Source: an optimization exercise on an open RTL-to-GDS flow (aim: small area). Production flows keep margins and buffers that such runs may drop.
Where RTL was checked, it was by simulation tests only, not by an equivalence proof against the original.
No functional check of the RTL was part of run 1.
The flow treats the clock pin as an ideal source, which a real chip does not have.
Power and IR drop assume default switching activity.

$ cat design.v
`timescale 1ns / 1ps
module Fitbit(
    input CLK,
    input start,
    input reset,
    input [1:0] select,
    output [6:0] sseg,
    output [3:0] an,
    output SI,
    output dp
    );
function [15:0] inc;
    input [15:0] x;
    integer i;
    reg c;
    begin
        c = 1'b1;
        for (i = 0; i < 16; i = i + 1) begin
            inc[i] = x[i] ^ c;
            c = c & x[i];
        end
    end
endfunction
function lt10;
    input [9:0] x;
    input [9:0] k;
    integer i;
    reg r, e;
    begin
        r = 1'b0;
        e = 1'b1;
        for (i = 9; i >= 0; i = i - 1) begin
            r = r | (e & ~x[i] & k[i]);
            e = e & ~(x[i] ^ k[i]);
        end
        lt10 = r;
    end
endfunction
function [3:0] dinc;
    input [3:0] d;
    begin
        dinc[0] = ~d[0];
        dinc[1] = (d[1] ^ d[0]) & ~d[3];
        dinc[2] = d[2] ^ (d[1] & d[0]);
        dinc[3] = (d[3] & ~d[0]) | (d[2] & d[1] & d[0]);
    end
endfunction
function [3:0] dadd6;
    input [3:0] d;
    reg lo;
    begin
        lo = ~d[3] & ~d[2];
        dadd6[0] = d[0];
        dadd6[1] = lo ? ~d[1] : (d[1] & ~d[3]);
        dadd6[2] = lo ? ~d[1] : d[3];
        dadd6[3] = lo & d[1];
    end
endfunction
assign dp = 1'b1;
reg [12:0] g_cnt;
reg        g_sec;
wire [15:0] g_inc = inc({3'd0, g_cnt});
wire g_end  = g_cnt[12] & g_cnt[9] & g_cnt[8] & g_cnt[7] & g_cnt[3];  
wire g_tick = g_end & ~g_sec;
always @(posedge CLK) begin
    if (reset) begin
        g_cnt <= 13'd0;
        g_sec <= 1'b0;
    end else if (g_end) begin
        g_cnt <= 13'd1;
        g_sec <= ~g_sec;
    end else
        g_cnt <= g_inc[12:0];
end
reg [9:0] hclk;
wire [15:0] h_inc = inc({6'd0, hclk});
always @(posedge CLK) begin
    if (reset)
        hclk <= 10'd0;
    else if (g_tick) begin
        if ((select == 2'b11) & start)
            hclk <= h_inc[9:0];
        else
            hclk <= 10'd0;
    end
end
reg [3:0] code;
always @(*) begin
    case (select)
        2'b00: code = 4'd1;
        2'b01: code = 4'd2;
        2'b10: code = 4'd3;
        default: begin
            if (hclk == 10'd0)                       code = 4'd4;
            else if (hclk == 10'd1)                  code = 4'd5;
            else if (hclk == 10'd2 || hclk == 10'd8) code = 4'd6;
            else if (hclk == 10'd3)                  code = 4'd7;
            else if (hclk == 10'd4)                  code = 4'd8;
            else if (hclk == 10'd5 || hclk == 10'd7) code = 4'd9;
            else if (hclk == 10'd6)                  code = 4'd10;
            else if (lt10(hclk, 10'd74))             code = 4'd11;
            else if (lt10(hclk, 10'd80))             code = 4'd12;
            else if (lt10(hclk, 10'd145))            code = 4'd13;
            else                                     code = 4'd0;
        end
    endcase
end
reg [8:0] half;
always @(*) begin
    case (code)
        4'd1:  half = 9'd156;
        4'd2:  half = 9'd78;
        4'd3:  half = 9'd39;
        4'd4:  half = 9'd250;
        4'd5:  half = 9'd152;
        4'd6:  half = 9'd76;
        4'd7:  half = 9'd185;
        4'd8:  half = 9'd71;
        4'd9:  half = 9'd167;
        4'd10: half = 9'd263;
        4'd11: half = 9'd72;
        4'd12: half = 9'd147;
        4'd13: half = 9'd40;
        default: half = 9'bxxxxxxxxx;
    endcase
end
reg [3:0] prev_code;
reg [8:0] p_cnt;
reg       pulse;
reg       step;           
wire same     = (code == prev_code);
wire p_run    = start & (code != 4'd0);
wire p_toggle = same & p_run & (p_cnt == half);
wire [15:0] p_inc = inc({7'd0, p_cnt});
always @(posedge CLK) begin
    if (reset)
        prev_code <= 4'd0;
    else
        prev_code <= code;
end
always @(posedge CLK) begin
    if (~same)
        p_cnt <= 9'd2;
    else if (p_run) begin
        if (p_toggle)
            p_cnt <= 9'd1;
        else
            p_cnt <= p_inc[8:0];
    end
end
always @(posedge CLK) begin
    if (reset) begin
        pulse <= 1'b0;
        step  <= 1'b0;
    end else begin
        pulse <= pulse ^ p_toggle;
        step  <= p_toggle & ~pulse;
    end
end
reg [12:0] t_cnt;
reg        t_sec;
wire [15:0] t_inc = inc({3'd0, t_cnt});
wire t_end  = t_cnt[12] & t_cnt[9] & t_cnt[8] & t_cnt[7] & t_cnt[3];  
wire tick   = t_end & ~t_sec;
always @(posedge CLK) begin
    if (reset) begin
        t_cnt <= 13'd0;
        t_sec <= 1'b0;
    end else if (t_end) begin
        t_cnt <= 13'd0;
        t_sec <= ~t_sec;
    end else
        t_cnt <= t_inc[12:0];
end
reg [6:0] sps;
wire [15:0] sps_inc = inc({9'd0, sps});
wire over32 = sps[6] | (sps[5] & (|sps[4:0]));
wire high   = sps[6];
always @(posedge CLK) begin
    if (reset)
        sps <= 7'd0;
    else if (tick)
        sps <= {6'd0, step};
    else if (step & ~sps[6])
        sps <= sps_inc[6:0];
end
reg [3:0] nine;
reg [3:0] o32;
always @(posedge CLK) begin
    if (reset) begin
        nine <= 4'd0;
        o32  <= 4'd0;
    end else if (tick & ~(nine[3] & nine[0])) begin
        nine <= dinc(nine);
        if (over32)
            o32 <= dinc(o32);
    end
end
reg [5:0] hac;
wire [15:0] hac_inc = inc({10'd0, hac});
wire hac60  = hac[5] & hac[4] & hac[3] & hac[2];
wire over60 = hac[0];
wire ha_add = tick & hac60 & high;
always @(posedge CLK) begin
    if (reset)
        hac <= 6'd0;
    else if (tick) begin
        if (~high)
            hac <= 6'd0;
        else if (~(hac60 & hac[0]))
            hac <= hac_inc[5:0];
    end
end
reg [3:0] ha0, ha1, ha2, ha3;
wire add1  = ha_add & over60;
wire add60 = ha_add & ~over60;
wire c0 = add1 & ha0[3] & ha0[0];
wire c1 = (add60 & (ha1[3] | ha1[2])) | (c0 & ha1[3] & ha1[0]);
wire c2 = c1 & ha2[3] & ha2[0];
always @(posedge CLK) begin
    if (reset) begin
        ha0 <= 4'd0; ha1 <= 4'd0; ha2 <= 4'd0; ha3 <= 4'd0;
    end else begin
        if (add1)  ha0 <= dinc(ha0);
        if (add60) ha1 <= dadd6(ha1);
        else if (c0) ha1 <= dinc(ha1);
        if (c1) ha2 <= dinc(ha2);
        if (c2) ha3 <= dinc(ha3);
    end
end
reg [3:0] s0, s1, s2, s3;
wire sat  = s0[3] & s0[1];
wire all9 = s0[3] & s0[0] & s1[3] & s1[0] & s2[3] & s2[0] & s3[3] & s3[0];
wire sinc = step & ~all9;
wire sc0 = sinc & s0[3] & s0[0];
wire sc1 = sc0 & s1[3] & s1[0];
wire sc2 = sc1 & s2[3] & s2[0];
always @(posedge CLK) begin
    if (reset) begin
        s0 <= 4'd0; s1 <= 4'd0; s2 <= 4'd0; s3 <= 4'd0;
    end else begin
        if (step & all9) s0 <= 4'b1011;
        else if (sinc) s0 <= dinc(s0);
        if (sc0)  s1 <= dinc(s1);
        if (sc1)  s2 <= dinc(s2);
        if (sc2)  s3 <= dinc(s3);
    end
end
reg [10:0] pre;
reg [3:0]  m0, m1;
wire [15:0] pre_inc = inc({5'd0, pre});
wire minc = step & (&pre);
wire mc0  = minc & m0[3] & m0[0];
always @(posedge CLK) begin
    if (reset) begin
        pre <= 11'd0;
        m0  <= 4'd0;
        m1  <= 4'd0;
    end else begin
        if (step) pre <= pre_inc[10:0];
        if (minc) m0 <= dinc(m0);
        if (mc0)  m1 <= dinc(m1);
    end
end
reg [2:0] rot;
wire [15:0] rot_inc = inc({13'd0, rot});
always @(posedge CLK) begin
    if (reset)
        rot <= 3'd0;
    else if (tick)
        rot <= rot_inc[2:0];
end
wire [1:0] mode = rot[2:1];
assign SI = (mode == 2'd0) & sat;
reg [6:0] scan;
wire [15:0] scan_inc = inc({9'd0, scan});
always @(posedge CLK) begin
    if (reset)
        scan <= 7'd16;
    else
        scan <= scan_inc[6:0];
end
wire [1:0] dig = scan[6:5];
assign an = {~(dig == 2'd0), ~(dig == 2'd1), ~(dig == 2'd2), ~(dig == 2'd3)};
reg [3:0] d;
always @(*) begin
    case (mode)
        2'd0: case (dig)
                2'd0: d = s3;
                2'd1: d = s2;
                2'd2: d = s1;
                default: d = s0;
              endcase
        2'd1: case (dig)
                2'd0: d = m1;
                2'd1: d = m0;
                2'd2: d = 4'd15;
                default: d = {1'b0, pre[10], 1'b0, pre[10]};
              endcase
        2'd2: d = (dig == 2'd3) ? o32 : 4'd0;
        default: case (dig)
                2'd0: d = ha3;
                2'd1: d = ha2;
                2'd2: d = ha1;
                default: d = ha0;
              endcase
    endcase
end
reg [6:0] seg;
always @(*) begin
    case (d)
        4'd0: seg = 7'b0000001;
        4'd1: seg = 7'b1001111;
        4'd2: seg = 7'b0010010;
        4'd3: seg = 7'b0000110;
        4'd4: seg = 7'b1001100;
        4'd5: seg = 7'b0100100;
        4'd6: seg = 7'b0100000;
        4'd7: seg = 7'b0001111;
        4'd8: seg = 7'b0000000;
        4'd9: seg = 7'b0000100;
        4'd11: seg = 7'b0000100;
        4'd15: seg = 7'b1110111;
        default: seg = 7'bxxxxxxx;
    endcase
end
assign sseg = seg;
endmodule
$ cat flow/run.sh
#!/bin/bash
# Own layout flow: the standard synthesis, then an area-oriented re-mapping of
# its combinational logic (the registers, their names and cells are kept as
# the standard synthesis made them), then the standard ORFS layout steps with
# a small clock tree and small port buffers.
set -euo pipefail
W=$(pwd)
F=$W/flow
R=$W/orfs/results/$FLOW_PLATFORM/Fitbit/base
LIB=$FLOW_HOME/platforms/sky130hd/lib/sky130_fd_sc_hd__tt_025C_1v80.lib

bash standard.sh synth > $W/log_1_standard_synth.txt 2>&1

cp $R/1_2_yosys.v $W/standard_synth.v
LIB=$LIB IN=$W/standard_synth.v OUT=$W/resynth.v ABC=$F/area.abc \
  yosys -c $F/resynth.tcl > $W/log_2_resynth.txt 2>&1
cp $W/resynth.v $R/1_2_yosys.v
rm -f $R/1_synth.odb $R/1_synth.sdc

CTS="-sink_clustering_enable -repair_clock_nets -buf_list sky130_fd_sc_hd__clkbuf_4 -root_buf sky130_fd_sc_hd__clkbuf_8 -sink_clustering_size 16 -sink_clustering_max_diameter 60 -dont_use_dummy_load"
bash standard.sh finish \
  "CTS_ARGS=$CTS" \
  "BUFFER_PORTS_ARGS=-buffer_cell sky130_fd_sc_hd__buf_1" \
  > $W/log_3_standard_finish.txt 2>&1
test -f $W/out/final.def
$ cat flow/area.abc
strash
balance -l
 resub -K 6 -l
 rewrite -l
 resub -K 6 -N 2 -l
 refactor -l
 resub -K 8 -l
 balance -l
 resub -K 8 -N 2 -l
 rewrite -l
 resub -K 10 -l
 rewrite -z -l
 resub -K 10 -N 2 -l
 balance -l
 resub -K 12 -l
 refactor -z -l
 resub -K 12 -N 2 -l
 rewrite -z -l
 balance -l
dch -f
map -a
strash
balance -l
 resub -K 6 -l
 rewrite -l
 resub -K 6 -N 2 -l
 refactor -l
 resub -K 8 -l
 balance -l
 resub -K 8 -N 2 -l
 rewrite -l
 resub -K 10 -l
 rewrite -z -l
 resub -K 10 -N 2 -l
 balance -l
 resub -K 12 -l
 refactor -z -l
 resub -K 12 -N 2 -l
 rewrite -z -l
 balance -l
dch -f
map -a
$ cat flow/resynth.tcl
# Re-map the combinational logic of the standard synthesis for area.
# Flip-flops and tie cells stay as they are (same instances, names, cells).
yosys read_liberty -ignore_miss_func $::env(LIB)
yosys read_verilog $::env(IN)
yosys hierarchy -top Fitbit
yosys setattr -mod -set keep_hierarchy 1 sky130_fd_sc_hd__dfxtp_1 sky130_fd_sc_hd__conb_1
yosys flatten
yosys opt_clean
yosys abc -liberty $::env(LIB) -script $::env(ABC) -dont_use *lpflow* -dont_use *probe*
yosys opt_clean -purge
yosys hilomap -singleton -hicell sky130_fd_sc_hd__conb_1 HI -locell sky130_fd_sc_hd__conb_1 LO
yosys opt_clean -purge
yosys stat -liberty $::env(LIB)
yosys select Fitbit
yosys write_verilog -selected -noattr -nohex -nodec $::env(OUT)
$ cat standard.sh
#!/bin/bash
# synth_recipe.tcl (not shown) runs the flow's synth.tcl, then flattens the netlist and writes it again
# the make line also repeats each setting of config.mk as NAME=value (left out here)
make -C /OpenROAD-flow-scripts/flow DESIGN_CONFIG=/design/flow/config.mk WORK_HOME=/design/flow/orfs CLKGATE_MAP_FILE= SYNTH_SCRIPT=/design/flow/synth_recipe.tcl "${@:-finish}"
$ cat config.mk
export PLATFORM = sky130hd
export DESIGN_NAME = Fitbit
export DESIGN_NICKNAME = Fitbit
export VERILOG_FILES = /design/flow/design.v
export SDC_FILE = /design/flow/constraint.sdc
export NUM_CORES = 4
export LEC_CHECK = 0
export CAP_MARGIN = 20
export CORE_MARGIN = 2
export CORE_UTILIZATION = 40
export SLEW_MARGIN = 20
$ cat constraint.sdc
create_clock -name core_clock -period 25.0 [get_ports {CLK}]
set_input_delay 5.0000 -clock core_clock [delete_from_list [all_inputs] [get_ports {CLK}]]
set_output_delay 5.0000 -clock core_clock [all_outputs]
set_load 0.01 [all_outputs]
==> reports/qor.yml, run 1 <==
status:
  outcome: "complete, no violations"
clock_network:
  cts.htree.levels: 4
  clk_path_buf_depth: 2
  post_cts.repair.setup_buffers: 0
  clkSlewWorstSetupHoldPaths_ps: 100
  clk_latency_ps: 420
  cts_resized: 0
  cts_hold_buf: 0
  clockRootBuffer: "clkbuf_8"
  cts.sinks: 135
  cts_tree: "built"
  cts_buffers: 17
finish:
  layout-drive-gt1-share_pct: 2.66
  diodes: 0
  layout_common_cells: "nor2_1, clkinv_1, dfxtp_1"
  layout_commonest_cell: "nor2_1"
  finalCoreUtilization_pct: 43.8
  fillers: 1612
  nets: 947
  stdcell_count: 1128
  design_area_mm2: 0.00666
  syn2layout_area_growth_pct: 7.17
sta:
  hold-worst-slack_ps: 436
  drv_slew: 0
  worst_slew_pin_slew_ps: 665
  period_needed_ps: 8670
  fmax_mhz: 115
  setup_ws_ps: 16330
  setup_tns_ps: 0
  rsz0062_at_grt: "no"
  max_slew_margin_pct: 55.2
  fin_skew_ps: 40.2
  final-hold-violation-count: 0
  finalSetupViolations: 0
  finalCritPeriodShare_pct: 34.7
drt:
  wl_met3_um: 641
  routedWlPerCell_um: 11.7
  antenna_left: 0
  routed.top_layer: "met4"
  drtPass1Iterations: 5
  drtIter0Drc: 351
  route.met2.wl_um: 5800
  vias_per_cell: 5.07
  drc: 0
  vias: 5715
  wl_met1_um: 6480
  drt_wl_total_um: 13200
die:
  core_area_mm2: 0.0152
  die_x_um: 129
  rows: 45
  fp.dieH_um: 129
  initial_utilization_pct: 40.8
  num_io_pins: 18
  dieArea_mm2: 0.0165
power:
  ir_drop_mv: 0.0260
  power_frac_seq_pct: 65.6
  power_density_mw_per_mm2: 50.0
  netSwitchingPower_uw: 77.4
  internal_power_uw: 255
  clockPowerShare_pct: 29.4
  p_total_uw: 332
  p_sw_share_pct: 23.3
  p_comb_share_pct: 5.0
  power.static_leakage_nw: 2.28
setup_path:
  endpoint_kind: "output pin"
  startpoint_type: "flop"
  crit_type: "reg2out"
  cp.arrival_ps: 3670
  cp_max_fo: 8
  r2r_cells: 20
  required_ps: 20000
global_routing:
  grt_max_degree: 50
  antenna_found_initial: 0
  grt_pass1_wl_um: 23200
  grt_pass1_vias: 5164
  grt_overflow_total: 0
  track_usage_pct: 17.1
placed_design:
  finalWeightedCongestion: 0.958
  pre_cts_ws_ps: 16260
  io_buffers: 16
  placed_cells: 1111
  dp_hpwl_um: 9560
  placed_area_mm2: 0.00652
logic_synthesis:
  synthesis.nets: 910
  yosysWarningCount: 1
  synth.avg_cell_area_um2: 6.86
  syn_area_mm2: 0.00621
  synthCells: 905
hold_path:
  hold_depth: 1
  hold_class: "reg2reg"
job:
  drv_cap: 0
[registers in the layout, summed over array words and instances, names as in the netlist, 4 cells and up, named ones only]
signal / cells
sps: 7
prev_code: 4
ha1: 4
hclk: 10
g_cnt: 13
pre: 11
hac: 6
p_cnt: 9
s0: 4
scan: 7
t_cnt: 13
[power by group through the flow]
stage / registers (mW) / clock network [mW] / logic (mW)
floorplan: 0.223 / 0 / 0.0114
global placement: 0.223 / 0 / 0.0164
detailed placement: 0.223 / 0 / 0.0164
CTS: 0.218 / 0.104 / 0.0164
global route: 0.218 / 0.113 / 0.0187
finish: 0.218 / 0.0979 / 0.0165
[metal layers]
layer	GRT usage, %	up-vias
li1	-	3090
met1	21.8	2470
met2	27.4	129
met3	5.28	26
met4	6.65	0
met5	0	-
[area by class of cell]
type                    count  area [um^2]  area share (%)
multi-input cells         608         2900            43.6
inverters                 162          608            9.14
flip-flops and latches    135         2700            40.6
repair buffers             18         76.3            1.15
clock buffers              17          134            2.01
well taps                 188          235            3.53
[worst max-delay path, cell delays in order, from the launching register on]
cell       delay [ps]
dfxtp_1           400
clkinv_1          170
nor2_1            450
clkinv_1          370
nor2_1            170
clkinv_1           90
o221ai_1          100
o22ai_1           100
a211oi_1          320
nand2_1           160
a2111oi_0         610
nand2_1           100
nand2_1            80
buf_1             140
[worst paths after layout]
kind | from | endpoint | slack (ps)
setup reg to reg | hclk[8] | p_cnt[3] | 20850
setup / recovery | scan[6] | sseg[6] | 16330
hold / removal | scan[0] | scan[0] | 440
hold reg to reg | scan[0] | scan[0] | 440
==> inputs of run 2 (changes only) <==
--- a/design.v
+++ b/design.v
@@ -59,6 +59,13 @@
 assign dp = 1'b1;
+function [12:0] lfsr;
+    input [12:0] q;
+    lfsr = {q[11:0], ~(q[12] ^ q[11] ^ q[1] ^ q[0])};
+endfunction
+function lfsr_end;
+    input [12:0] q;
+    lfsr_end = ~q[10] & ~q[9] & ~q[8] & ~q[7] & q[6] & q[4] & ~q[3] & q[2] & ~q[1] & ~q[0];
+endfunction
 reg [12:0] g_cnt;
 reg        g_sec;
-wire [15:0] g_inc = inc({3'd0, g_cnt});
-wire g_end  = g_cnt[12] & g_cnt[9] & g_cnt[8] & g_cnt[7] & g_cnt[3];  
+wire g_end  = lfsr_end(g_cnt);
 wire g_tick = g_end & ~g_sec;
@@ -69,6 +76,6 @@
     end else if (g_end) begin
-        g_cnt <= 13'd1;
+        g_cnt <= 13'd1;           
         g_sec <= ~g_sec;
     end else
-        g_cnt <= g_inc[12:0];
+        g_cnt <= lfsr(g_cnt);
 end
@@ -161,4 +168,3 @@
 reg        t_sec;
-wire [15:0] t_inc = inc({3'd0, t_cnt});
-wire t_end  = t_cnt[12] & t_cnt[9] & t_cnt[8] & t_cnt[7] & t_cnt[3];  
+wire t_end  = lfsr_end(t_cnt);
 wire tick   = t_end & ~t_sec;
@@ -172,3 +178,3 @@
     end else
-        t_cnt <= t_inc[12:0];
+        t_cnt <= lfsr(t_cnt);
 end
--- a/flow/run.sh
+++ b/flow/run.sh
@@ -19,3 +19,3 @@
 
-CTS="-sink_clustering_enable -repair_clock_nets -buf_list sky130_fd_sc_hd__clkbuf_4 -root_buf sky130_fd_sc_hd__clkbuf_8 -sink_clustering_size 16 -sink_clustering_max_diameter 60 -dont_use_dummy_load"
+CTS="-sink_clustering_enable -repair_clock_nets -dont_use_dummy_load $(cat $F/cts_args.txt)"
 bash standard.sh finish \
--- a/flow/area.abc
+++ b/flow/area.abc
@@ -19,5 +19,6 @@
  balance -l
-dch -f
-map -a
-strash
+
+&get -n
+&deepsyn -J 100 -T 400 -v
+&put
 balance -l
@@ -40,3 +41,6 @@
  balance -l
-dch -f
-map -a
+
+&get -n
+&dch -f
+&nf -R 1000
+&put
==> flow/cts_args.txt (new file) <==
-buf_list sky130_fd_sc_hd__clkbuf_8 -root_buf sky130_fd_sc_hd__clkbuf_8 -sink_clustering_size 30 -sink_clustering_max_diameter 100
==> run 2 against run 1 <==
Compared with the run above:
- critical path depth grew 1
- maximum frequency grew 3.4%
- non-clock buffer count is the same
- total power grew 9.0%
- cell area shrank 7.3%
- largest cell class unchanged
- clock-buffer cell count is the same
- clock skew shrank 22 ps
- sequential share of layout area grew 3.2 points
- final cell count shrank 22%
- via count shrank 16%
- still clean
- global-route usage shrank 0.40 points
==> reports/qor.yml, run 2 <==
die:
  initial_utilization_pct: 40.8  # about the same
  core_area_mm2: 0.0138  # was 0.0152 mm^2
  num_io_pins: 18  # unchanged
  dieArea_mm2: 0.0151  # was 0.0165 mm^2
  fp.dieH_um: 123  # was 129 um
  rows: 43  # was 45
  die_x_um: 123  # was 129 um
setup_path:
  cp_max_fo: 10  # was 8
  startpoint_type: "flop"  # unchanged
  r2r_start: "t_cnt[3]"  # was hclk[8]
  crit_type: "reg2out"  # unchanged
  crit_top_cell: "nor2_1"
  required_ps: 20000  # about the same
  crit_chain: "clkinv_1 > nor2_1 > clkinv_1 > o22ai_1 > nor3_1 > a211oi_1 > o21ai_0 > nor2b_1 > o22ai_1 > a21oi_1 > nor2_1 > nor2_1 > nor2_1 > buf_1"  # was clkinv_1 > nor2_1 > clkinv_1 > nor2_1 > clkinv_1 > o221ai_1 > o22ai_1 > a211oi_1 > nand2_1 > a2111oi_0 > nand2_1 > nand2_1 > buf_1
  slowest_delay_ps: 490  # was 610 ps
  crit_start: "scan[5]"  # was scan[6]
  cp.arrival_ps: 3390  # was 3670 ps
  endpoint_kind: "output pin"  # unchanged
  slowest_stage: "dfxtp_1"  # was a2111oi_0
drt:
  drtPass1Iterations: 4  # was 5
  drt_wl_total_um: 11600  # was 13200 um
  antenna_left: 0  # unchanged
  drtIter0Drc: 234  # was 351
  routedWlPerCell_um: 13.3  # was 11.7 um
  vias: 4777  # was 5715
  vias_per_cell: 5.46  # was 5.07
  drc: 0  # unchanged
power:
  ir_drop_mv: 0.0315  # was 0.0260 mV
  p_comb_share_pct: 3.7  # was 5.0%
  internal_power_uw: 282  # was 255 uW
  p_sw_share_pct: 22.1  # was 23.3%
  power.static_leakage_nw: 2.30  # was 2.28 nW
  power_density_mw_per_mm2: 58.7  # was 50.0 mW/mm^2
  clockPowerShare_pct: 35.8  # was 29.4%
  p_total_uw: 362  # was 332 uW
  netSwitchingPower_uw: 80.1  # was 77.4 uW
  power_frac_seq_pct: 60.5  # was 65.6%
finish:
  layout_commonest_cell: "dfxtp_1"  # was nor2_1
  nets: 702  # was 947
  fillers: 1352  # was 1612
  layout_common_cells: "dfxtp_1, nor2_1, a21oi_1"  # was nor2_1, clkinv_1, dfxtp_1
  largestRegisters: "g_cnt: 13 flops, t_cnt: 13 flops, pre: 11 flops"  # unchanged
  diodes: 0  # unchanged
  syn2layout_area_growth_pct: 9.50  # was 7.17%
  layout-drive-gt1-share_pct: 2.88  # was 2.66%
  multi_input_area_mm2: 0.00290  # about the same
  design_area_mm2: 0.00617  # was 0.00666 mm^2
  register_area_mm2: 0.00270  # unchanged
clock_network:
  clk_latency_ps: 430  # was 420 ps
  clk_path_buf_depth: 2  # unchanged
  cts_buffers: 17  # unchanged
  clockRootBuffer: "clkbuf_8"  # unchanged
  cts_tree: "built"  # unchanged
  post_cts.repair.setup_buffers: 0  # unchanged
  cts.sinks: 135  # unchanged
  cts_hold_buf: 0  # unchanged
  cts.htree.levels: 4  # unchanged
  clkSlewWorstSetupHoldPaths_ps: 60  # was 100 ps
  cts_resized: 0  # unchanged
sta:
  finalSetupViolations: 0  # unchanged
  worst_slew_pin_slew_ps: 747  # was 665 ps
  final-hold-violation-count: 0  # unchanged
  finalCritPeriodShare_pct: 33.6  # was 34.7%
  max_slew_margin_pct: 49.7  # was 55.2%
  setup_tns_ps: 0  # unchanged
  fmax_mhz: 119  # was 115 MHz
  fin_skew_ps: 17.8  # was 40.2 ps
  drv_slew: 0  # unchanged
  rsz0062_at_grt: "no"  # unchanged
  period_needed_ps: 8390  # was 8670 ps
  hold-worst-slack_ps: 425  # was 436 ps
global_routing:
  grt_pass1_vias: 4482  # was 5164
  antenna_found_initial: 0  # unchanged
  grt_pass1_wl_um: 20200  # was 23200 um
  track_usage_pct: 16.7  # was 17.1%
  grt_max_degree: 60  # was 50
  grt_overflow_total: 0  # unchanged
placed_design:
  io_buffers: 16  # unchanged
  finalWeightedCongestion: 0.846  # was 0.958
  dp_hpwl_um: 8280  # was 9560 um
  placed_area_mm2: 0.00594  # was 0.00652 mm^2
hold_path:
  hp-start: "t_cnt[12]"  # was scan[0]
  hold_class: "reg2reg"  # unchanged
logic_synthesis:
  synthesis.nets: 665  # was 910
  synthCells: 660  # was 905
  yosysWarningCount: 1  # unchanged
  synth.avg_cell_area_um2: 8.54  # was 6.86 um^2
  syn_area_mm2: 0.00564  # was 0.00621 mm^2
job:
  drv_cap: 0  # unchanged
status:
  outcome: "complete, no violations"  # unchanged
run 2: critical path, delay by kind of cell, from the launching register on:
kind	cells	cell delay, ps
buffers and inverters	3	620
AND/OR/NAND/NOR	6	820
flip-flops	1	490
AO/OA/AOI/OAI	5	1040
run 2: path summary, 6_finish.rpt:
kind,end,slack [ps],depth (start not counted)
max,sseg[5],16610,14
min,t_cnt[0],420,1
max reg2reg,ha3[2],20740,15
min reg2reg,t_cnt[0],420,1
run 2: metrics by stage:
stage / cells / util (%) / setup slack (ps)
after global placement: 858 / 42.9 / 17050
after floorplan: 660 / - / 17400
after CTS: 875 / 44.6 / 16630
after global routing: 875 / 44.6 / 16140
final: 875 / 44.6 / 16610
after detailed placement: 858 / 42.9 / 16850
run 2: power by group through the flow:
stage	registers, mW	logic, mW	clock network (mW)
detailed placement	0.224	0.0135	0
floorplan	0.224	0.00898	0
global route	0.220	0.0153	0.143
CTS	0.219	0.0135	0.134
global placement	0.224	0.0129	0
finish	0.219	0.0134	0.130
run 2: final cells by class:
| cell class | instances | share of cell area, % |
|---|---|---|
| Multi-Input combinational cell | 517 | 47.0 |
| Tap cell | 180 | 3.65 |
| Inverter | 8 | 0.487 |
| Sequential cell | 135 | 43.8 |
| Clock buffer | 17 | 3.79 |
| Timing Repair Buffer | 18 | 1.24 |
run 2: per-layer routing:
layer | share of wire (%) | track usage [%] | vias up
li1 | - | - | 2452
met1 | 47 | 19.7 | 2243
met2 | 49 | 28.9 | 70
met3 | 3.5 | 5.30 | 12
met4 | 1.1 | 4.96 | 0
met5 | 0 | 0 | -
==> inputs of run 3 (changes only) <==
==> flow/cts_args.txt (replaced) <==
-buf_list sky130_fd_sc_hd__clkbuf_4 -root_buf sky130_fd_sc_hd__clkbuf_8 -sink_clustering_size 16 -sink_clustering_max_diameter 60
==> run 3 against run 2 <==
Compared with the run above:
- critical path type unchanged
- combinational power about the same
- sequential cell count is the same
- maximum frequency about the same
- still clean
- worst hold slack improved by 4.0 ps
- final cell count unchanged
- critical path depth stayed put
- largest cell class unchanged
- clock skew is 9.1 ps higher
- largest power group unchanged
- register-to-register slack got worse by 30 ps
- critical endpoint unchanged
- non-clock buffer count is the same
- total power fell by 8.8%
==> reports/qor.yml, run 3 <==
die:
  fp.dieH_um: 123  # unchanged
  dieArea_mm2: 0.0151  # unchanged
  initial_utilization_pct: 40.8  # unchanged
  num_io_pins: 18  # unchanged
  rows: 43  # unchanged
  die_x_um: 123  # unchanged
  core_area_mm2: 0.0138  # unchanged
global_routing:
  grt_overflow_total: 0  # unchanged
  track_usage_pct: 16.8  # was 16.7%
  grt_pass1_wl_um: 20100  # was 20200 um
  grt_max_degree: 60  # unchanged
  grt_pass1_vias: 4473  # was 4482
  antenna_found_initial: 0  # unchanged
finish:
  layout-drive-gt1-share_pct: 2.88  # unchanged
  finalCoreUtilization_pct: 43.9  # was 44.6%
  nets: 702  # unchanged
  largestRegisters: "g_cnt: 13 flops, t_cnt: 13 flops, pre: 11 flops"  # unchanged
  stdcell_count: 875  # unchanged
  layout_common_cells: "dfxtp_1, nor2_1, a21oi_1"  # unchanged
  layout_commonest_cell: "dfxtp_1"  # unchanged
  syn2layout_area_growth_pct: 7.73  # was 9.50%
  diodes: 0  # unchanged
job:
  drv_cap: 0  # unchanged
drt:
  drt_wl_total_um: 11700  # was 11600 um
  drtPass1Iterations: 4  # unchanged
  vias_per_cell: 5.48  # was 5.46
  routedWlPerCell_um: 13.3  # about the same
  drtIter0Drc: 264  # was 234
  antenna_left: 0  # unchanged
  vias: 4798  # was 4777
  drc: 0  # unchanged
clock_network:
  cts.sinks: 135  # unchanged
  clk_path_buf_depth: 2  # unchanged
  clk_latency_ps: 410  # was 430 ps
  clkSlewWorstSetupHoldPaths_ps: 90  # was 60 ps
  cts.htree.levels: 4  # unchanged
  cts_tree: "built"  # unchanged
  clockRootBuffer: "clkbuf_8"  # unchanged
  cts_buffers: 17  # unchanged
  cts_hold_buf: 0  # unchanged
  post_cts.repair.setup_buffers: 0  # unchanged
  cts_resized: 0  # unchanged
setup_path:
  endpoint_kind: "output pin"  # unchanged
  required_ps: 20000  # about the same
  slowest_delay_ps: 500  # was 490 ps
  crit_chain: "clkinv_1 > nor2_1 > clkinv_1 > o22ai_1 > nor3_1 > a211oi_1 > o21ai_0 > nor2b_1 > o22ai_1 > a21oi_1 > nor2_1 > nor2_1 > nor2_1 > buf_1"  # unchanged
  cp.arrival_ps: 3390  # about the same
  crit_type: "reg2out"  # unchanged
  cp_max_fo: 10  # unchanged
  crit_top_cell: "nor2_1"  # unchanged
  startpoint_type: "flop"  # unchanged
  slowest_stage: "dfxtp_1"  # unchanged
sta:
  drv_slew: 0  # unchanged
  period_needed_ps: 8390  # about the same
  rsz0062_at_grt: "no"  # unchanged
  setup_ws_ps: 16610  # about the same
  fmax_mhz: 119  # about the same
  final-hold-violation-count: 0  # unchanged
  max_slew_margin_pct: 51.0  # was 49.7%
  setup_tns_ps: 0  # unchanged
  finalSetupViolations: 0  # unchanged
  fin_skew_ps: 26.9  # was 17.8 ps
  worst_slew_pin_slew_ps: 727  # was 747 ps
  finalCritPeriodShare_pct: 33.6  # about the same
placed_design:
  pre_cts_ws_ps: 16850  # unchanged
  placed_cells: 858  # unchanged
  io_buffers: 16  # unchanged
  finalWeightedCongestion: 0.846  # unchanged
  dp_hpwl_um: 8280  # unchanged
logic_synthesis:
  synth.avg_cell_area_um2: 8.54  # unchanged
  yosysWarningCount: 1  # unchanged
  synthesis.nets: 665  # unchanged
  syn_area_mm2: 0.00564  # unchanged
  synthCells: 660  # unchanged
power:
  power_density_mw_per_mm2: 54.4  # was 58.7 mW/mm^2
  ir_drop_mv: 0.0317  # was 0.0315 mV
  power.static_leakage_nw: 2.26  # was 2.30 nW
status:
  outcome: "complete, no violations"  # unchanged
hold_path:
  hold_class: "reg2reg"  # unchanged
-- run 3: path summary, 6_finish.rpt --
kind | start | to | slack [ps] | depth (start not counted)
worst max-delay path | scan[5] | sseg[5] | 16610 | 14
worst min-delay path | t_cnt[12] | t_cnt[0] | 430 | 1
worst max register to register | t_cnt[3] | ha3[2] | 20710 | 15
worst min register to register | t_cnt[12] | t_cnt[0] | 430 | 1
-- run 3: worst max-delay path, delay by kind of cell (launching register included) --
kind | cells | cell delay (ps)
flip-flops | 1 | 500
AND/OR/NAND/NOR | 6 | 810
buffers and inverters | 3 | 610
AO/OA/AOI/OAI | 5 | 1050
-- run 3: routing by layer --
| layer | GRT usage, % | part of all wire, % |
|---|---|---|
| met5 | 0 | 0 |
| met3 | 5.44 | 4.3 |
| met4 | 5.32 | 0.93 |
| met1 | 19.8 | 45 |
| met2 | 28.8 | 49 |
-- run 3: layout make-up --
cell class                      instances  area [um^2]
Timing Repair Buffer                   18         76.3
Fill cell                            1367         7760
Clock buffer                           17          134
Tap cell                              180          225
Sequential cell                       135         2700
Inverter                                8         30.0
Multi-Input combinational cell        517         2900
-- run 3: power by group --
group | internal [mW] | switching (mW) | total, mW | leakage [nW]
Clock | 0.0334 | 0.0644 | 0.0978 | 0.0808
Combinational | 0.00512 | 0.00828 | 0.0134 | 1.09
Sequential | 0.217 | 0.00207 | 0.219 | 1.09
Total | 0.256 | 0.0747 | 0.330 | 2.26
-- run 3: per-stage QoR --
step | hold WS [ps] | power [mW] | instance area (um^2)
finish | 429 | 0.330 | 6070
global route | 460 | 0.347 | 6070
CTS | 433 | 0.336 | 6070
detailed placement | 413 | 0.238 | 5940
global placement | 411 | 0.237 | 5940
floorplan | 400 | 0.233 | 5640
==> inputs of run 4 (changes only) <==
--- a/design.v
+++ b/design.v
@@ -139,3 +139,3 @@
 wire p_run    = start & (code != 4'd0);
-wire p_toggle = same & p_run & (p_cnt == half);
+wire p_toggle = same & p_run & (&(p_cnt | ~half));
 wire [15:0] p_inc = inc({7'd0, p_cnt});
@@ -143,6 +143,7 @@
     if (reset)
-        prev_code <= 4'd0;
+        prev_code[3] <= 1'b1;
     else
-        prev_code <= code;
+        prev_code[3] <= code[3];
 end
+always @(posedge CLK) prev_code[2:0] <= code[2:0];
 always @(posedge CLK) begin
@@ -316,16 +317,13 @@
 always @(*) begin
-    case (d)
-        4'd0: seg = 7'b0000001;
-        4'd1: seg = 7'b1001111;
-        4'd2: seg = 7'b0010010;
-        4'd3: seg = 7'b0000110;
-        4'd4: seg = 7'b1001100;
-        4'd5: seg = 7'b0100100;
-        4'd6: seg = 7'b0100000;
-        4'd7: seg = 7'b0001111;
-        4'd8: seg = 7'b0000000;
-        4'd9: seg = 7'b0000100;
-        4'd11: seg = 7'b0000100;
-        4'd15: seg = 7'b1110111;
-        default: seg = 7'bxxxxxxx;
+    if (d[3])
+        seg = d[2] ? 7'b1110111 : (d[0] ? 7'b0000100 : 7'b0000000);
+    else case (d[2:0])
+        3'd0: seg = 7'b0000001;
+        3'd1: seg = 7'b1001111;
+        3'd2: seg = 7'b0010010;
+        3'd3: seg = 7'b0000110;
+        3'd4: seg = 7'b1001100;
+        3'd5: seg = 7'b0100100;
+        3'd6: seg = 7'b0100000;
+        default: seg = 7'b0001111;
     endcase
--- a/flow/area.abc
+++ b/flow/area.abc
@@ -21,3 +21,3 @@
 &get -n
-&deepsyn -J 100 -T 400 -v
+&deepsyn -J 100 -T 500
 &put
@@ -46 +46,4 @@
 &put
+mfs3 -ar
+mfs3 -a
+mfs3 -ar
--- a/config.mk
+++ b/config.mk
@@ -9,3 +9,3 @@
 export CORE_MARGIN = 2
-export CORE_UTILIZATION = 40
+export CORE_UTILIZATION = 55
 export SLEW_MARGIN = 20
==> run 4 against run 3 <==
Compared with the run above:
- setup slack better by 78 ps
- clock power is 1% lower
- total power is 1.7% lower
- critical path depth is 4 lower
- worst hold slack better by 12 ps
- die area is 30% lower
- register-to-register slack better by 390 ps
- cell area is 5.5% lower
- first-iteration DRC count is 25% lower
- critical path type unchanged
- largest cell class is now flip-flops and latches
- highest routed layer unchanged
==> reports/qor.yml, run 4 <==
setup_path:
  cp_max_fo: 12  # was 10
  cp.arrival_ps: 3310  # was 3390 ps
  slowest_stage: "a2111oi_0"  # was dfxtp_1
  crit_top_cell: "nor2_1"  # unchanged
  startpoint_type: "flop"  # unchanged
  r2r_cells: 12  # was 15
  rrSetupSlack_ps: 21100  # was 20710 ps
  r2r_start: "t_cnt[3]"  # unchanged
  crit_start: "scan[5]"  # unchanged
  crit_type: "reg2out"  # unchanged
  crit_chain: "or2_0 > o22ai_1 > nor2_1 > a2111oi_0 > and2_0 > nor2_1 > nor2_1 > nand2_1 > o21ai_0 > buf_1"  # was clkinv_1 > nor2_1 > clkinv_1 > o22ai_1 > nor3_1 > a211oi_1 > o21ai_0 > nor2b_1 > o22ai_1 > a21oi_1 > nor2_1 > nor2_1 > nor2_1 > buf_1
  required_ps: 20000  # about the same
  r2r-end: "ha3[2]"  # unchanged
  slowest_delay_ps: 910  # was 500 ps
  endpoint_kind: "output pin"  # unchanged
sta:
  drv_slew: 0  # unchanged
  setup_tns_ps: 0  # unchanged
  worst_slew_pin_slew_ps: 1060  # was 727 ps
  final-hold-violation-count: 0  # unchanged
  finalSetupViolations: 0  # unchanged
  period_needed_ps: 8310  # was 8390 ps
  rsz0062_at_grt: "no"  # unchanged
  finalCritPeriodShare_pct: 33.3  # was 33.6%
  setup_ws_ps: 16690  # was 16610 ps
  fmax_mhz: 120  # was 119 MHz
  max_slew_margin_pct: 27.2  # was 51.0%
  fin_skew_ps: 36.5  # was 26.9 ps
power:
  ir_drop_mv: 0.0436  # was 0.0317 mV
  power.static_leakage_nw: 2.06  # was 2.26 nW
  p_total_uw: 325  # was 330 uW
  power_density_mw_per_mm2: 56.6  # was 54.4 mW/mm^2
die:
  fp.dieH_um: 103  # was 123 um
  die_x_um: 103  # was 123 um
  initial_utilization_pct: 55.6  # was 40.8%
  num_io_pins: 18  # unchanged
  dieArea_mm2: 0.0106  # was 0.0151 mm^2
  rows: 36  # was 43
  core_area_mm2: 0.00964  # was 0.0138 mm^2
drt:
  vias: 4464  # was 4798
  routedWlPerCell_um: 13.4  # was 13.3 um
  drt_wl_total_um: 10700  # was 11700 um
  drtIter0Drc: 199  # was 264
  drtPass1Iterations: 4  # unchanged
  route.met2.wl_um: 4940  # was 5750 um
  wl_met1_um: 5230  # was 5310 um
  wl_met3_um: 341  # was 504 um
  antenna_left: 0  # unchanged
  drc: 0  # unchanged
  routed.top_layer: "met4"  # unchanged
  vias_per_cell: 5.64  # was 5.48
logic_synthesis:
  yosysWarningCount: 1  # unchanged
  syn_area_mm2: 0.00536  # was 0.00564 mm^2
  synth.avg_cell_area_um2: 8.59  # was 8.54 um^2
  synthCells: 624  # was 660
  synthesis.nets: 629  # was 665
clock_network:
  cts_tree: "built"  # unchanged
  cts_hold_buf: 0  # unchanged
  clk_path_buf_depth: 2  # unchanged
  cts_resized: 0  # unchanged
  cts.htree.levels: 4  # unchanged
  clockRootBuffer: "clkbuf_8"  # unchanged
  cts.sinks: 135  # unchanged
  clkSlewWorstSetupHoldPaths_ps: 110  # was 90 ps
  clk_latency_ps: 420  # was 410 ps
  post_cts.repair.setup_buffers: 0  # unchanged
  cts_buffers: 17  # unchanged
hold_path:
  hold_class: "reg2reg"  # unchanged
  hold_depth: 1  # unchanged
  hp-start: "t_cnt[12]"  # unchanged
  worstHoldEndpoint: "t_cnt[0]"  # unchanged
finish:
  syn2layout_area_growth_pct: 7.02  # was 7.73%
  layout_common_cells: "dfxtp_1, nor2_1, a21oi_1"  # unchanged
  largestRegisters: "g_cnt: 13 flops, t_cnt: 13 flops, pre: 11 flops"  # unchanged
  nets: 666  # was 702
  stdcell_count: 792  # was 875
  layout-drive-gt1-share_pct: 3.03  # was 2.88%
  diodes: 0  # unchanged
  fillers: 879  # was 1367
  layout_commonest_cell: "dfxtp_1"  # unchanged
placed_design:
  finalWeightedCongestion: 0.883  # was 0.846
  pre_cts_ws_ps: 17150  # was 16850 ps
  placed_cells: 775  # was 858
  dp_hpwl_um: 7410  # was 8280 um
  io_buffers: 16  # unchanged
status:
  outcome: "complete, no violations"  # unchanged
global_routing:
  track_usage_pct: 21.7  # was 16.8%
  grt_overflow_total: 0  # unchanged
  grt_pass1_wl_um: 18000  # was 20100 um
  grt_pass1_vias: 3998  # was 4473
  grt_max_degree: 52  # was 60
  antenna_found_initial: 0  # unchanged
job:
  drv_cap: 0  # unchanged
==> run 4: layout make-up <==
| type | count | area, um^2 | area share [%] |
|---|---|---|---|
| Inverter | 11 | 41.3 | 0.719 |
| Clock buffer | 17 | 134 | 2.33 |
| Multi-Input combinational cell | 478 | 2620 | 45.6 |
| Timing Repair Buffer | 18 | 76.3 | 1.33 |
| Sequential cell | 135 | 2700 | 47.1 |
| Tap cell | 133 | 166 | 2.90 |
==> run 4: critical path: cells and delay by family (launching register included) <==
kind	cells	cell delay (ps)
AND/OR/NAND/NOR	6	1130
flip-flops	1	380
buffers and inverters	1	170
AO/OA/AOI/OAI	3	1250
==> run 4: report_power, final <==
part / switching, mW / leakage (nW) / internal, mW
sequential: 0.00127 / 1.09 / 0.217
clock: 0.0630 / 0.0808 / 0.0333
combinational: 0.00665 / 0.888 / 0.00352
==> run 4: worst max-delay path by stage <==
stage,slack [ps],cells after the start,to
4_1_cts,16690,10,sseg[3]
2_1_floorplan,17610,9,sseg[3]
5_1_grt,16450,10,sseg[3]
6_report,16690,10,sseg[3]
3_3_place_gp,17300,10,sseg[3]
3_5_place_dp,17150,10,sseg[3]
==> run 4: stage by stage <==
step | instance area [um^2] | utilization [%] | hold WS, ps
floorplan | 5360 | - | 400
global placement | 5610 | 58.2 | 406
detailed placement | 5610 | 58.2 | 421
CTS | 5740 | 59.5 | 441
global route | 5740 | 59.5 | 465
finish | 5740 | 59.5 | 441
==> run 4: per-layer routing <==
metal / GRT usage [%] / vias up
met1: 27.9 / 2052
met5: 0 / -
met4: 6.98 / 0
met2: 34.6 / 64
met3: 7.25 / 15
li1: - / 2333
==> inputs of run 5 (changes only) <==
--- a/flow/area.abc
+++ b/flow/area.abc
@@ -21,3 +21,3 @@
 &get -n
-&deepsyn -J 100 -T 500
+&deepsyn -J 100 -T 400 -v
 &put
@@ -46,4 +46 @@
 &put
-mfs3 -ar
-mfs3 -a
-mfs3 -ar
--- a/config.mk
+++ b/config.mk
@@ -9,3 +9,3 @@
 export CORE_MARGIN = 2
-export CORE_UTILIZATION = 55
+export CORE_UTILIZATION = 40
 export SLEW_MARGIN = 20
==> run 5 against run 4 <==
Compared with the run above:
- cell area increased by 2.0%
- sequential share of layout area decreased by 0.95 points
- clock-buffer cell count unchanged
- die area increased by 38%
- worst hold slack got worse by 10 ps
- routed wire length increased by 4.8%
- final cell count increased by 6.2%
- total power increased by 0.58%
- critical endpoint unchanged
- clock skew increased by 2.0 ps
- critical path type unchanged
- register-to-register slack improved by 220 ps
- first-iteration DRC count increased by 14%
==> reports/qor.yml, run 5 <==
sta:
  drv_slew: 0  # unchanged
  fin_skew_ps: 38.6  # was 36.5 ps
  setup_tns_ps: 0  # unchanged
  setup_ws_ps: 16810  # was 16690 ps
  worst_slew_pin_slew_ps: 812  # was 1060 ps
  max_slew_margin_pct: 45.7  # was 27.2%
  finalCritPeriodShare_pct: 32.8  # was 33.3%
  fmax_mhz: 122  # was 120 MHz
  finalSetupViolations: 0  # unchanged
  rsz0062_at_grt: "no"  # unchanged
  period_needed_ps: 8190  # was 8310 ps
  final-hold-violation-count: 0  # unchanged
drt:
  antenna_left: 0  # unchanged
  drtIter0Drc: 226  # was 199
  vias_per_cell: 5.42  # was 5.64
  vias: 4560  # was 4464
  routedWlPerCell_um: 13.3  # was 13.4 um
  drt_wl_total_um: 11200  # was 10700 um
  drtPass1Iterations: 5  # was 4
  drc: 0  # unchanged
logic_synthesis:
  yosysWarningCount: 1  # unchanged
  synth.avg_cell_area_um2: 8.61  # was 8.59 um^2
  synthesis.nets: 636  # was 629
  syn_area_mm2: 0.00543  # was 0.00536 mm^2
  synthCells: 631  # was 624
power:
  p_comb_share_pct: 3.3  # was 3.1%
  ir_drop_mv: 0.0372  # was 0.0436 mV
  power_density_mw_per_mm2: 55.7  # was 56.6 mW/mm^2
  p_total_uw: 326  # was 325 uW
  p_sw_share_pct: 22.2  # was 21.9%
  netSwitchingPower_uw: 72.3  # was 70.9 uW
  power.static_leakage_nw: 2.11  # was 2.06 nW
  internal_power_uw: 254  # about the same
  clockPowerShare_pct: 29.8  # was 29.7%
  power_frac_seq_pct: 66.9  # was 67.2%
finish:
  nets: 672  # was 666
  largestRegisters: "g_cnt: 13 flops, t_cnt: 13 flops, pre: 11 flops"  # unchanged
  diodes: 0  # unchanged
  layout_commonest_cell: "dfxtp_1"  # unchanged
  syn2layout_area_growth_pct: 7.81  # was 7.02%
  layout_common_cells: "dfxtp_1, nor2_1, a21oi_1"  # unchanged
  layout-drive-gt1-share_pct: 2.86  # was 3.03%
setup_path:
  crit_start: "scan[5]"  # unchanged
  startpoint_type: "flop"  # unchanged
  crit_type: "reg2out"  # unchanged
  slowest_stage: "a2111oi_1"  # was a2111oi_0
  crit_chain: "or2_0 > o22ai_1 > nor2_1 > a2111oi_1 > and2_0 > nor2_1 > nor2_1 > nand2_1 > o21ai_0 > buf_1"  # was or2_0 > o22ai_1 > nor2_1 > a2111oi_0 > and2_0 > nor2_1 > nor2_1 > nand2_1 > o21ai_0 > buf_1
  r2r_start: "hclk[2]"  # was t_cnt[3]
  cp_max_fo: 12  # unchanged
  critPathBufInv: 1  # unchanged
  slowest_delay_ps: 750  # was 910 ps
  required_ps: 20000  # about the same
  endpoint_kind: "output pin"  # unchanged
  cp.arrival_ps: 3190  # was 3310 ps
  crit_family: "simple AND/OR/NAND/NOR gates"  # was compound AO/OA/AOI/OAI gates
  crit_top_cell: "nor2_1"  # unchanged
clock_network:
  clk_path_buf_depth: 2  # unchanged
  cts_buffers: 17  # unchanged
  cts.sinks: 135  # unchanged
  clk_latency_ps: 420  # about the same
  cts_resized: 0  # unchanged
  post_cts.repair.setup_buffers: 0  # unchanged
  cts_tree: "built"  # unchanged
  clkSlewWorstSetupHoldPaths_ps: 80  # was 110 ps
  clockRootBuffer: "clkbuf_8"  # unchanged
  cts_hold_buf: 0  # unchanged
  cts.htree.levels: 4  # unchanged
global_routing:
  grt_max_degree: 79  # was 52
  grt_pass1_vias: 4268  # was 3998
  track_usage_pct: 16.3  # was 21.7%
  antenna_found_initial: 0  # unchanged
  grt_pass1_wl_um: 19300  # was 18000 um
  grt_overflow_total: 0  # unchanged
placed_design:
  io_buffers: 16  # unchanged
  pre_cts_ws_ps: 17080  # was 17150 ps
  dp_hpwl_um: 7730  # was 7410 um
  finalWeightedCongestion: 0.891  # was 0.883
hold_path:
  hp-start: "t_cnt[5]"  # was t_cnt[12]
  hold_class: "reg2reg"  # unchanged
die:
  initial_utilization_pct: 41.0  # was 55.6%
  dieArea_mm2: 0.0145  # was 0.0106 mm^2
  die_x_um: 121  # was 103 um
  rows: 42  # was 36
  num_io_pins: 18  # unchanged
  core_area_mm2: 0.0132  # was 0.00964 mm^2
  fp.dieH_um: 121  # was 103 um
job:
  drv_cap: 0  # unchanged
status:
  outcome: "complete, no violations"  # unchanged
-- run 5: path summary, 6_finish.rpt --
check,end,slack (ps),cells past startpoint
worst max-delay path,sseg[3],16810,10
worst min-delay path,t_cnt[6],430,1
worst max register to register,step,21320,15
worst min register to register,t_cnt[6],430,1
-- run 5: power groups by stage --
stage	Sequential [mW]	Clock, mW	Combinational (mW)
after floorplan	0.223	0	0.00678
after global placement	0.223	0	0.0104
after detailed placement	0.223	0	0.0108
after CTS	0.218	0.102	0.0108
after global routing	0.219	0.112	0.0122
final	0.218	0.0973	0.0107
-- run 5: through the flow --
stage | utilization, % | instance area, um^2 | hold WS [ps] | cells
after floorplan | - | 5430 | 400 | 631
after global placement | 43.2 | 5720 | 412 | 824
after detailed placement | 43.2 | 5720 | 413 | 824
after CTS | 44.2 | 5860 | 432 | 841
after global routing | 44.2 | 5860 | 453 | 841
final | 44.2 | 5860 | 431 | 841
-- run 5: final cells by class --
class | instances | area [um^2]
timing repair buffer | 17 | 68.8
multi-input combinational | 483 | 2680
clock buffer | 17 | 134
fill | 1322 | 7390
tap | 176 | 220
sequential | 135 | 2700
inverter | 13 | 48.8
-- run 5: per-layer routing --
layer,vias to the layer above,global-route usage (%),wire [um]
met5,-,0,0
met4,0,5.45,101
met3,8,5.19,429
met2,64,26.5,5190
met1,2131,20.4,5440
li1,2357,-,-
==> inputs of run 6 (changes only) <==
--- a/flow/run.sh
+++ b/flow/run.sh
@@ -23,2 +23,3 @@
   "BUFFER_PORTS_ARGS=-buffer_cell sky130_fd_sc_hd__buf_1" \
+  "POST_CTS_TCL=$F/post_cts.tcl" \
   > $W/log_3_standard_finish.txt 2>&1
--- a/flow/area.abc
+++ b/flow/area.abc
@@ -21,3 +21,3 @@
 &get -n
-&deepsyn -J 100 -T 400 -v
+&deepsyn -J 100 -T 500
 &put
@@ -46 +46,4 @@
 &put
+mfs3 -ar
+mfs3 -a
+mfs3 -ar
==> flow/post_cts.tcl (new file) <==
estimate_parasitics -placement
set limit 0.095
foreach inst [get_cells -filter "ref_name == sky130_fd_sc_hd__clkbuf_4"] {
  set net [get_nets -of_objects [get_pins [get_full_name $inst]/X]]
  set worst 0
  foreach pin [get_pins -of_objects $net -filter "direction == input"] {
    set s [get_property $pin slew_max]
    if {$s > $worst} { set worst $s }
  }
  if {$worst > $limit} {
    puts "post_cts: [get_full_name $inst] worst sink slew $worst, upsizing"
    replace_cell $inst sky130_fd_sc_hd__clkbuf_8
  }
}
detailed_placement
estimate_parasitics -placement
--- a/config.mk
+++ b/config.mk
@@ -9,3 +9,3 @@
 export CORE_MARGIN = 2
-export CORE_UTILIZATION = 40
+export CORE_UTILIZATION = 55
 export SLEW_MARGIN = 20
==> run 6 against run 5 <==
Compared with the run above:
- setup slack worse by 170 ps
- clock skew fell by 17 ps
- combinational power decreased by 5%
- sequential cell count did not move
- register-to-register slack got worse by 170 ps
- non-clock buffer count is 1 higher
- worst hold slack improved by 0.83 ps
- sequential power is essentially flat
- critical endpoint unchanged
- total power up 1.8%
- sequential share of layout area rose by 0.74 points
- largest cell class unchanged
- die area down 27%
- still clean
==> reports/qor.yml, run 6 <==
drt:
  drc: 0  # unchanged
  drtPass1Iterations: 5  # unchanged
  vias: 4471  # was 4560
  vias_per_cell: 5.65  # was 5.42
  drt_wl_total_um: 10700  # was 11200 um
  routedWlPerCell_um: 13.5  # was 13.3 um
  antenna_left: 0  # unchanged
  drtIter0Drc: 234  # was 226
setup_path:
  endpoint_kind: "output pin"  # unchanged
  startpoint_type: "flop"  # unchanged
  required_ps: 20000  # about the same
  crit_type: "reg2out"  # unchanged
  cp.arrival_ps: 3360  # was 3190 ps
  cp_max_fo: 12  # unchanged
die:
  dieArea_mm2: 0.0106  # was 0.0145 mm^2
  num_io_pins: 18  # unchanged
  core_area_mm2: 0.00964  # was 0.0132 mm^2
  fp.dieH_um: 103  # was 121 um
  die_x_um: 103  # was 121 um
  initial_utilization_pct: 55.6  # was 41.0%
  rows: 36  # was 42
clock_network:
  clk_latency_ps: 410  # was 420 ps
  cts.sinks: 135  # unchanged
  cts_tree: "built"  # unchanged
  clkSlewWorstSetupHoldPaths_ps: 80  # about the same
placed_design:
  finalWeightedCongestion: 0.883  # was 0.891
  placed_cells: 775  # was 824
  io_buffers: 16  # unchanged
  dp_hpwl_um: 7410  # was 7730 um
job:
  drv_cap: 0  # unchanged
sta:
  rsz0062_at_grt: "no"  # unchanged
  setup_tns_ps: 0  # unchanged
  finalCritPeriodShare_pct: 33.4  # was 32.8%
  drv_slew: 0  # unchanged
  finalSetupViolations: 0  # unchanged
  fin_skew_ps: 21.6  # was 38.6 ps
  max_slew_margin_pct: 25.5  # was 45.7%
  final-hold-violation-count: 0  # unchanged
  period_needed_ps: 8360  # was 8190 ps
  fmax_mhz: 120  # was 122 MHz
  worst_slew_pin_slew_ps: 1090  # was 812 ps
logic_synthesis:
  syn_area_mm2: 0.00536  # was 0.00543 mm^2
  synthCells: 624  # was 631
  yosysWarningCount: 1  # unchanged
  synthesis.nets: 629  # was 636
  synth.avg_cell_area_um2: 8.59  # was 8.61 um^2
finish:
  layout_commonest_cell: "dfxtp_1"  # unchanged
  nets: 666  # was 672
  syn2layout_area_growth_pct: 7.49  # was 7.81%
  stdcell_count: 792  # was 841
  layout_common_cells: "dfxtp_1, nor2_1, a21oi_1"  # unchanged
  layout-drive-gt1-share_pct: 3.03  # was 2.86%
  diodes: 0  # unchanged
  largestRegisters: "g_cnt: 13 flops, t_cnt: 13 flops, pre: 11 flops"  # unchanged
hold_path:
  hold_class: "reg2reg"  # unchanged
global_routing:
  grt_overflow_total: 0  # unchanged
  antenna_found_initial: 0  # unchanged
  grt_max_degree: 52  # was 79
  grt_pass1_vias: 4003  # was 4268
  grt_pass1_wl_um: 18100  # was 19300 um
  track_usage_pct: 21.7  # was 16.3%
power:
  ir_drop_mv: 0.0472  # was 0.0372 mV
  power_density_mw_per_mm2: 57.6  # was 55.7 mW/mm^2
  power.static_leakage_nw: 2.07  # was 2.11 nW
status:
  outcome: "complete, no violations"  # unchanged
==> run 6: through the flow <==
stage	area (um^2)	hold slack [ps]	setup WS, ps	util (%)	total power, mW
after floorplan	5360	400	17610	-	0.229
after global placement	5610	406	17300	58.2	0.233
after detailed placement	5610	421	17150	58.2	0.233
after global routing	5760	454	16440	59.8	0.347
final	5760	431	16640	59.8	0.332
==> run 6: layout make-up <==
cell class | count | area [um^2]
Tap cell | 133 | 166
Fill cell | 879 | 3870
Clock buffer | 17 | 159
Sequential cell | 135 | 2700
Multi-Input combinational cell | 478 | 2620
Inverter | 11 | 41.3
Timing Repair Buffer | 18 | 76.3
==> run 6: layer usage <==
layer	global-route usage, %	up-vias	wire length [um]
met1	28.0	2049	5170
li1	-	2329	-
met5	0	-	0
met2	34.8	83	5000
met4	7.19	0	101
met3	6.98	10	404
==> run 6: power breakdown <==
part | switching (mW) | total [mW] | internal [mW] | leakage [nW]
Combinational | 0.00664 | 0.0102 | 0.00352 | 0.888
Sequential | 0.00127 | 0.218 | 0.217 | 1.09
Clock | 0.0640 | 0.104 | 0.0400 | 0.0912
==> run 6: critical path, stage by stage (launching register included) <==
cell	delay, ps
dfxtp_1	380
or2_0	480
o22ai_1	260
nor2_1	70
a2111oi_0	920
and2_0	290
nor2_1	60
nor2_1	150
nand2_1	80
o21ai_0	80
buf_1	170
==> run 6: final timing paths <==
| check | startpoint | cells past startpoint | slack (ps) | to |
|---|---|---|---|---|
| worst max register to register | t_cnt[3] | 12 | 21150 | ha3[2] |
| worst max-delay path | scan[5] | 10 | 16640 | sseg[3] |
| worst min-delay path | t_cnt[5] | 1 | 430 | t_cnt[6] |
| worst min register to register | t_cnt[5] | 1 | 430 | t_cnt[6] |
==> inputs of run 7 (changes only) <==
--- a/flow/run.sh
+++ b/flow/run.sh
@@ -14,5 +14,23 @@
 cp $R/1_2_yosys.v $W/standard_synth.v
-LIB=$LIB IN=$W/standard_synth.v OUT=$W/resynth.v ABC=$F/area.abc \
-  yosys -c $F/resynth.tcl > $W/log_2_resynth.txt 2>&1
-cp $W/resynth.v $R/1_2_yosys.v
+# Three ABC scripts run side by side; the smallest netlist that comes out
+# is kept. ABC's don't-care pass can crash on some netlists, hence more than
+# one; if all fail, the standard synthesis is kept unchanged.
+best=""; best_area=""
+for k in 1 2 3; do
+  ( LIB=$LIB IN=$W/standard_synth.v OUT=$W/resynth_$k.v ABC=$F/area$k.abc \
+      timeout 1200 yosys -c $F/resynth.tcl > $W/log_2_resynth_$k.txt 2>&1 || true ) &
+done
+wait
+for k in 1 2 3; do
+  a=$(grep "Chip area for top module" $W/log_2_resynth_$k.txt 2>/dev/null | awk '{print $NF}' || true)
+  if [[ -n "$a" && -s $W/resynth_$k.v ]] && grep -q "^endmodule" $W/resynth_$k.v; then
+    if [[ -z "$best" ]] || awk -v a="$a" -v b="$best_area" 'BEGIN{exit !(a<b)}'; then
+      best=$k; best_area=$a
+    fi
+  fi
+done
+echo "resynth choice: ${best:-none} area ${best_area:-n/a}" > $W/log_2_resynth_choice.txt
+if [[ -n "$best" ]]; then
+  cp $W/resynth_$best.v $R/1_2_yosys.v
+fi
 rm -f $R/1_synth.odb $R/1_synth.sdc
==> flow/area1.abc (new file) <==
strash
balance -l
 resub -K 6 -l
 rewrite -l
 resub -K 6 -N 2 -l
 refactor -l
 resub -K 8 -l
 balance -l
 resub -K 8 -N 2 -l
 rewrite -l
 resub -K 10 -l
 rewrite -z -l
 resub -K 10 -N 2 -l
 balance -l
 resub -K 12 -l
 refactor -z -l
 resub -K 12 -N 2 -l
 rewrite -z -l
 balance -l

&get -n
&deepsyn -J 100 -T 500
&put
balance -l
 resub -K 6 -l
 rewrite -l
 resub -K 6 -N 2 -l
 refactor -l
 resub -K 8 -l
 balance -l
 resub -K 8 -N 2 -l
 rewrite -l
 resub -K 10 -l
 rewrite -z -l
 resub -K 10 -N 2 -l
 balance -l
 resub -K 12 -l
 refactor -z -l
 resub -K 12 -N 2 -l
 rewrite -z -l
 balance -l

&get -n
&dch -f
&nf -R 1000
&put
mfs3 -ar
mfs3 -a
mfs3 -ar
==> flow/area2.abc (new file) <==
strash
balance -l
 resub -K 6 -l
 rewrite -l
 resub -K 6 -N 2 -l
 refactor -l
 resub -K 8 -l
 balance -l
 resub -K 8 -N 2 -l
 rewrite -l
 resub -K 10 -l
 rewrite -z -l
 resub -K 10 -N 2 -l
 balance -l
 resub -K 12 -l
 refactor -z -l
 resub -K 12 -N 2 -l
 rewrite -z -l
 balance -l

&get -n
&deepsyn -J 100 -T 500
&put
balance -l
 resub -K 6 -l
 rewrite -l
 resub -K 6 -N 2 -l
 refactor -l
 resub -K 8 -l
 balance -l
 resub -K 8 -N 2 -l
 rewrite -l
 resub -K 10 -l
 rewrite -z -l
 resub -K 10 -N 2 -l
 balance -l
 resub -K 12 -l
 refactor -z -l
 resub -K 12 -N 2 -l
 rewrite -z -l
 balance -l

&get -n
&dch -f
&nf -R 1000
&put
mfs3 -a
mfs3 -a
==> flow/area3.abc (new file) <==
strash
balance -l
 resub -K 6 -l
 rewrite -l
 resub -K 6 -N 2 -l
 refactor -l
 resub -K 8 -l
 balance -l
 resub -K 8 -N 2 -l
 rewrite -l
 resub -K 10 -l
 rewrite -z -l
 resub -K 10 -N 2 -l
 balance -l
 resub -K 12 -l
 refactor -z -l
 resub -K 12 -N 2 -l
 rewrite -z -l
 balance -l

&get -n
&deepsyn -J 100 -T 400 -v
&put
balance -l
 resub -K 6 -l
 rewrite -l
 resub -K 6 -N 2 -l
 refactor -l
 resub -K 8 -l
 balance -l
 resub -K 8 -N 2 -l
 rewrite -l
 resub -K 10 -l
 rewrite -z -l
 resub -K 10 -N 2 -l
 balance -l
 resub -K 12 -l
 refactor -z -l
 resub -K 12 -N 2 -l
 rewrite -z -l
 balance -l

&get -n
&dch -f
&nf -R 1000
&put
removed: flow/area.abc
==> run 7 against run 6 <==
Compared with the run above:
- still clean on timing, DRC and antenna
- critical path depth stayed put
- first-iteration DRC count stayed put
- non-clock buffer count stayed put
- clock-buffer cell count stayed put
- sequential share of layout area stayed put
- die area stayed put
- total power stayed put
- critical endpoint unchanged
- highest routed layer unchanged
==> reports/qor.yml, run 7 <==
finish:
  diodes: 0  # unchanged
  layout_common_cells: "dfxtp_1, nor2_1, a21oi_1"  # unchanged
  nets: 666  # unchanged
  layout_commonest_cell: "dfxtp_1"  # unchanged
  syn2layout_area_growth_pct: 7.49  # unchanged
  layout-drive-gt1-share_pct: 3.03  # unchanged
  largestRegisters: "g_cnt: 13 flops, t_cnt: 13 flops, pre: 11 flops"  # unchanged
  stdcell_count: 792  # unchanged
  design_area_mm2: 0.00576  # unchanged
global_routing:
  met3_usage_pct: 6.98  # unchanged
  track_usage_pct: 21.7  # unchanged
  grt_overflow_total: 0  # unchanged
  grt_pass1_vias: 4003  # unchanged
  grt_max_degree: 52  # unchanged
  gr-usage-met2_pct: 34.8  # unchanged
  grt_pass1_wl_um: 18100  # unchanged
  grt.busiest_layer: "met2"  # unchanged
  antenna_found_initial: 0  # unchanged
  grt_util_met1_pct: 28.0  # unchanged
setup_path:
  required_ps: 20000  # about the same
  path_depth: 10  # unchanged
  slowest_delay_ps: 920  # about the same
  crit_type: "reg2out"  # unchanged
  r2r_cells: 12  # unchanged
  crit_chain: "or2_0 > o22ai_1 > nor2_1 > a2111oi_0 > and2_0 > nor2_1 > nor2_1 > nand2_1 > o21ai_0 > buf_1"  # unchanged
  endpoint_kind: "output pin"  # unchanged
  crit_start: "scan[5]"  # unchanged
  crit_top_cell: "nor2_1"  # unchanged
  slowest_stage: "a2111oi_0"  # unchanged
  crit_family: "compound AO/OA/AOI/OAI gates"  # unchanged
  startpoint_type: "flop"  # unchanged
  critPathBufInv: 1  # unchanged
  cp.arrival_ps: 3360  # about the same
  cp_max_fo: 12  # unchanged
  r2r_start: "t_cnt[3]"  # unchanged
power:
  power_density_mw_per_mm2: 57.6  # unchanged
  power.static_leakage_nw: 2.07  # unchanged
  p_total_uw: 332  # unchanged
  ir_drop_mv: 0.0472  # unchanged
hold_path:
  hold_class: "reg2reg"  # unchanged
  hp-start: "t_cnt[5]"  # unchanged
  hold_depth: 1  # unchanged
sta:
  fin_skew_ps: 21.6  # unchanged
  setup_ws_ps: 16640  # unchanged
  finalCritPeriodShare_pct: 33.4  # unchanged
  rsz0062_at_grt: "no"  # unchanged
  worst_slew_pin_slew_ps: 1090  # unchanged
  drv_slew: 0  # unchanged
  period_needed_ps: 8360  # unchanged
  final-hold-violation-count: 0  # unchanged
  setup_tns_ps: 0  # unchanged
  finalSetupViolations: 0  # unchanged
  fmax_mhz: 120  # unchanged
  max_slew_margin_pct: 25.5  # unchanged
logic_synthesis:
  syn_area_mm2: 0.00536  # unchanged
  synthCells: 624  # unchanged
  yosysWarningCount: 1  # unchanged
  synth.avg_cell_area_um2: 8.59  # unchanged
  synthesis.nets: 629  # unchanged
die:
  fp.dieH_um: 103  # unchanged
  core_area_mm2: 0.00964  # unchanged
  num_io_pins: 18  # unchanged
  rows: 36  # unchanged
  initial_utilization_pct: 55.6  # unchanged
  die_x_um: 103  # unchanged
  dieArea_mm2: 0.0106  # unchanged
clock_network:
  cts_tree: "built"  # unchanged
  clk_latency_ps: 410  # about the same
  clkSlewWorstSetupHoldPaths_ps: 80  # about the same
  cts.sinks: 135  # unchanged
placed_design:
  pre_cts_ws_ps: 17150  # unchanged
  io_buffers: 16  # unchanged
  finalWeightedCongestion: 0.883  # unchanged
  placed_cells: 775  # unchanged
  dp_hpwl_um: 7410  # unchanged
  placed_area_mm2: 0.00561  # unchanged
job:
  drv_cap: 0  # unchanged
drt:
  vias_per_cell: 5.65  # unchanged
  drt_wl_total_um: 10700  # unchanged
  drc: 0  # unchanged
  drtPass1Iterations: 5  # unchanged
  drtIter0Drc: 234  # unchanged
  routedWlPerCell_um: 13.5  # unchanged
  antenna_left: 0  # unchanged
  vias: 4471  # unchanged
status:
  outcome: "complete, no violations"  # unchanged
-- run 7: metal layers --
metal / up-vias / share of wire (%)
li1: 2329 / -
met1: 2049 / 48
met2: 83 / 47
met3: 10 / 3.8
met4: 0 / 0.95
met5: - / 0
-- run 7: layout make-up --
| class | count | area, um^2 |
|---|---|---|
| timing repair buffer | 18 | 76.3 |
| inverter | 11 | 41.3 |
| clock buffer | 17 | 159 |
| fill | 879 | 3870 |
| sequential | 135 | 2700 |
| tap | 133 | 166 |
| multi-input combinational | 478 | 2620 |
-- run 7: worst register-to-register path, delay by kind of cell, from the launching register on --
family                 cells  cell delay [ps]
AOI/OAI and AO/OA          3              550
DFF                        1              310
buffers and inverters      2              520
and+or+nand+nor            7             2440
-- run 7: worst paths after layout --
path	slack [ps]	to
worst max-delay path	16640	sseg[3]
worst min-delay path	430	t_cnt[6]
worst max register to register	21150	ha3[2]
worst min register to register	430	t_cnt[6]
-- run 7: report_power, final --
part           internal, mW  leakage [nW]  switching (mW)  total (mW)
sequential            0.217          1.09         0.00127       0.218
combinational       0.00352         0.888         0.00664      0.0102
clock                0.0400        0.0912          0.0640       0.104
-- run 7: through the flow --
step                      hold slack (ps)  utilization, %
after floorplan                       400               -
after global placement                406            58.2
after detailed placement              421            58.2
after global routing                  454            59.8
final                                 431            59.8

Re-timed with assumed drivers on the ports (clkbuf_16 on the clock, buf_2 on other inputs), run 7 has 16.612 ns of setup slack against 16.644 ns with ideal ports, and 17.048 ns once port delays also move by the mid clock arrival of 0.436 ns.
